This is an optimization exercise on Yosys and OpenROAD, whose aim is small area and a short achievable clock period, not a production implementation. Function was checked by simulation only, so behaviour that the tests miss may differ from the original.

File: design/flow/config.mk
export PLATFORM = sky130hd
export DESIGN_NAME = DSP
export DESIGN_NICKNAME = DSP
export VERILOG_FILES = /design/flow/design.v
export SDC_FILE = /design/flow/constraint.sdc
export NUM_CORES = 4
export LEC_CHECK = 0
export CAP_MARGIN = 20
export CORE_MARGIN = 2
export CORE_UTILIZATION = 40
export SLEW_MARGIN = 20
File: design/flow/run.sh
#!/bin/bash
# synth_recipe.tcl (not shown) runs the flow's synth.tcl, then flattens the netlist and writes it again
# the make line also repeats each setting of config.mk as NAME=value (left out here)
make -C /OpenROAD-flow-scripts/flow DESIGN_CONFIG=/design/flow/config.mk WORK_HOME=/design/flow/orfs CLKGATE_MAP_FILE= SYNTH_SCRIPT=/design/flow/synth_recipe.tcl finish
File: design/flow/constraint.sdc
create_clock -name core_clock -period 7.0 [get_ports {clk}]
set_input_delay 1.4000 -clock core_clock [delete_from_list [all_inputs] [get_ports {clk}]]
set_output_delay 1.4000 -clock core_clock [all_outputs]
set_load 0.01 [all_outputs]
File: design/flow/design.v
module DSP(A, B, C, D, clk, rst_n, P);
parameter OPERATION = "ADD";
input  [17:0] A, B, D;
input  [47:0] C;
input clk, rst_n;
output reg  [47:0] P;
reg  [17:0] A_reg_stg1, A_reg_stg2, B_reg, D_reg, adder_out_stg1, adder_out_stg2;
reg  [47:0] C_reg, mult_out;
always @(posedge clk or negedge rst_n) begin
	if (!rst_n) begin
		 A_reg_stg1 <= 0;
		 A_reg_stg2 <= 0;
		 B_reg <= 0;
		 C_reg <= 0;
		 D_reg <= 0;
		 adder_out_stg1 <= 0; 
		 adder_out_stg2 <= 0; 
		 mult_out <= 0;
		 P <= 0;
	end
	else begin
		A_reg_stg1 <= A;
		A_reg_stg2 <= A_reg_stg1;
		B_reg <= B;
		C_reg <= C;
		D_reg <= D; 
		adder_out_stg2 <= adder_out_stg1; 
		if (OPERATION == "ADD") begin
			adder_out_stg1 <= D_reg + B_reg;
			P <= mult_out + C_reg;
		end
		else if (OPERATION == "SUBTRACT") begin
			adder_out_stg1 <= D_reg - B_reg;
			P <= mult_out - C_reg;
		end
		mult_out <= A_reg_stg2 * adder_out_stg2;
	end
end
endmodule
==> impl_metrics.csv <==
group,metric,value,unit
timing,rsz0062_at_grt,"no",
placement,place_ws,703,ps
setup_path,path_buf_inv,5,
synthesis,synth-edff-count,0,
synthesis,synthesis.area,19400,sq um
setup_path,setup.worst_path.end_class,"flip-flop",
synthesis,yosysSeqAreaShare,30.9,%
die,die_h,224,um
setup_path,crit_fanout,18,
job,max-cap-violations,0,
timing,whs,345,ps
route,drt_iter0_markers,790,
synthesis,yosys.area.top_type,"dfrtp_1",
die,initial_utilization,40.6,%
setup_path,crit_arrival,6760,ps
placement,hpwl,34600,um
clock_network,cts_tree,"built",
global_routing,grt_pass1_wl,73900,um
cells_and_area,nets,2518,
synthesis,netlist_instances,1873,
setup_path,cp.required,7450,ps
timing,fin_skew,15.6,ps
setup_path,crit_path_max_incr_delay,840,ps
clock_network,clock_latency,570,ps
placement,placed_cell_area,21500,sq um
clock_network,cts-root-buf,"clkbuf_16",
global_routing,grt_usage,18.5,%
min_path,hold_path.class,"reg2reg",
timing,setup_tns,0,ps
synthesis,synth_area_leaders,"dfrtp_1 (31%), fa_1 (27%), ha_1 (10%)",
clock_network,ctsLongestPathBuffers,3,
route,antenna_left,0,
route,vias,13000,
setup_path,crit_path_frequent_cell,"fa_1",
timing,fmax,158,MHz
synthesis,yosysTopAreaCellShare,30.9,%
global_routing,met3_usage,3.40,%
clock_network,cts.clk_slew.worst_paths,60,ps
timing,slew_violations,0,
clock_network,ctsResizeCount,0,
die,die_w,224,um
clock_network,cts_sinks,240,
global_routing,globalRouteOverflowTotal,0,
clock_network,post-cts-setup-buffers,0,
clock_network,htreeDepth,1,
timing,max_slew_margin,33.7,%
setup_path,cp_cell_sequence,"nand2_1, fa_1, inv_1, fa_1, inv_1, fa_1, inv_1, fa_1, fa_1, inv_1, fa_1, inv_1, ha_1, nand2_1, nor2_1, nand3_1, o32a_1, a211o_1, o21ai_1, a21oi_1, xnor2_1",
placement,gp_congestion,0.896,
route,viasPerCell,4.94,
synthesis,synth_seq_cells,240,
route,drt_wl_total,44900,um
setup_path,crit_type,"reg2reg",
cells_and_area,final_cell_area,22400,sq um
setup_path,cp-start-kind,"flip-flop",
global_routing,grt_pass1_vias,14100,
timing,setup_violations,0,
setup_path,cpLargestDelayFamily,"adder cells",
timing,final.min_clock_period,6320,ps
timing,hold_viol_final,0,
setup_path,critPathSlowestCell,"dfrtp_1",
timing,tightest_slew,994,ps
die,ios,152,
synthesis,syn-num-nets,2398,
placement,port_buffers,151,
clock_network,cts_buffers,28,
synthesis,synthFlopType,"dfrtp_1",
synthesis,ys_types,58,
route,drt-pass1-iter-count,7,
synthesis,async_flop_share,100,%
synthesis,yosys_warnings,1,
timing,timing.final.ws_setup,681,ps
outcome,outcome,"complete, no violations",
cells_and_area,num_antenna_cells,0,
cells_and_area,synthToLayoutAreaGrowth,15.4,%
route,wl_per_cell,17.1,um
clock_network,cts_hold_buffers,0,
global_routing,grt_antenna_before_repair,0,
die,dieArea,50400,sq um
global_routing,grt-busiest-layer,"met2",
synthesis,postSynthAreaPerCell,10.4,sq um
global_routing,grt_max_degree,122,
global_routing,gr-usage-met2,30.5,%
global_routing,use_met1,25.3,%
timing,final.period_utilization,90.3,%
cells_and_area,drive_gt1_share,3.18,%
cells_and_area,fill_cells,4495,
die,rows,80,
route,remaining_drc_errors,0,
die,core,47800,sq um
-- metrics by stage --
step,std cells,utilization [%]
global route,2626,46.9
finish,2626,46.9
floorplan,1873,-
detailed placement,2578,44.9
global placement,2578,44.9
CTS,2626,46.9
-- area by class of cell --
type | count | area (sq um) | share of cell area (%)
timing repair buffer | 154 | 1550 | 6.92
sequential | 240 | 6010 | 26.8
clock inverter | 9 | 125 | 0.558
clock buffer | 39 | 802 | 3.58
inverter | 312 | 1170 | 5.22
tap | 615 | 769 | 3.43
multi-input combinational | 1257 | 12000 | 53.5
-- routing by layer --
| layer | part of all wire, % | wire, um | up-vias |
|---|---|---|---|
| met3 | 6.1 | 2750 | 74 |
| met2 | 46 | 20500 | 361 |
| met5 | 0 | 0 | - |
| met1 | 46 | 20600 | 6415 |
| li1 | - | - | 6115 |
| met4 | 2.4 | 1100 | 0 |
-- final timing paths --
check	from	end	slack (ps)	cells past startpoint
max in group asynchronous	rst_n	D_reg[15]	4960	2
min in group asynchronous	rst_n	A_reg_stg1[12]	890	1
hold / removal	A_reg_stg1[1]	A_reg_stg2[1]	340	0
hold reg to reg	A_reg_stg1[1]	A_reg_stg2[1]	340	0
setup reg to reg	adder_out_stg2[9]	mult_out[29]	680	21
setup / recovery	adder_out_stg2[9]	mult_out[29]	680	21
-- cell usage after synthesis, types with 2 or more instances --
master and count:
a211oi_1 11, ha_1 163, buf_2 8, fa_1 258, a21oi_1 68, nand2b_1 6, xnor2_1 63, and3_1 11
a31oi_1 5, or2_2 4, o2111ai_2 2, o22ai_1 2, o31ai_1 3, o21ai_2 3, inv_1 312, or3_1 7
nand3_1 19, clkbuf_1 53, nor2b_1 6, o21a_1 15, nand2_1 237, nor4_1 2, nor2_1 40, dfrtp_1 240
a211oi_2 2, a211o_1 2, o21bai_1 8, and2_1 137, o2111ai_1 3, o31a_1 2, nand4_1 13, a31o_2 3
o21ai_1 7, a2111oi_0 2, nor3_1 19, o21ai_0 43, o211ai_1 10, a21o_1 38, xor2_1 27
-- cell families (layout without fill, tap and decap cells) --
kind of cell,after synthesis,after routing,share of synthesized area [%]
AND/OR/NAND/NOR,505,505,12.5
adder cells (fa/ha/maj),421,421,37.1
AO/OA/AOI/OAI,241,241,8.17
XOR/XNOR,90,90,4.05
buffers and inverters,376,514,7.36
flip-flops,240,240,30.9
-- layout by cell type (no fill, tap or decap), types with 7 or more instances in the layout --
| cell | instances |
|---|---|
| o21bai_1 | 8 |
| xnor2_1 | 63 |
| or3_1 | 7 |
| nor3_1 | 19 |
| a21o_1 | 38 |
| nand4_1 | 13 |
| and2_1 | 137 |
| inv_1 | 312 |
| clkbuf_16 | 28 |
| a211oi_1 | 11 |
| nor2_1 | 40 |
| clkdlybuf4s50_1 | 150 |
| o21ai_1 | 7 |
| nand3_1 | 19 |
| o211ai_1 | 10 |
| o21a_1 | 15 |
| ha_1 | 163 |
| dfrtp_1 | 240 |
| o21ai_0 | 43 |
| and3_1 | 11 |
| a21oi_1 | 68 |
| xor2_1 | 27 |
| fa_1 | 258 |
| nand2_1 | 237 |

-- port drivers added, routing unchanged --
Ports are ideal in the flow. The routed layout listed here was re-timed in OpenROAD. Step 1 (the two cells are an assumption about what drives the block):
set clk [get_ports {clk}]
set_driving_cell -lib_cell sky130_fd_sc_hd__clkbuf_16 $clk
set_driving_cell -lib_cell sky130_fd_sc_hd__buf_2 [delete_from_list [all_inputs] $clk]
Step 2 moves the port delays by t, midway between the first and last clock arrival at a register: inputs arrive t later, outputs are due t later. That takes back most of the time a late clock gives input paths. Three values: ideal ports, drivers, drivers and shift; two values: the first two.
t (ns): 0.615
setup WS [ns]: 0.681 / 0.681 / 0.681
worst hold slack (ns): 0.345 / 0.345 / 0.345
worst setup path at the end: register to register
After both steps setup and hold are still met in this run. The setup slack of this run moves by 0.000 ns with the drivers and by 0.000 ns with both steps.
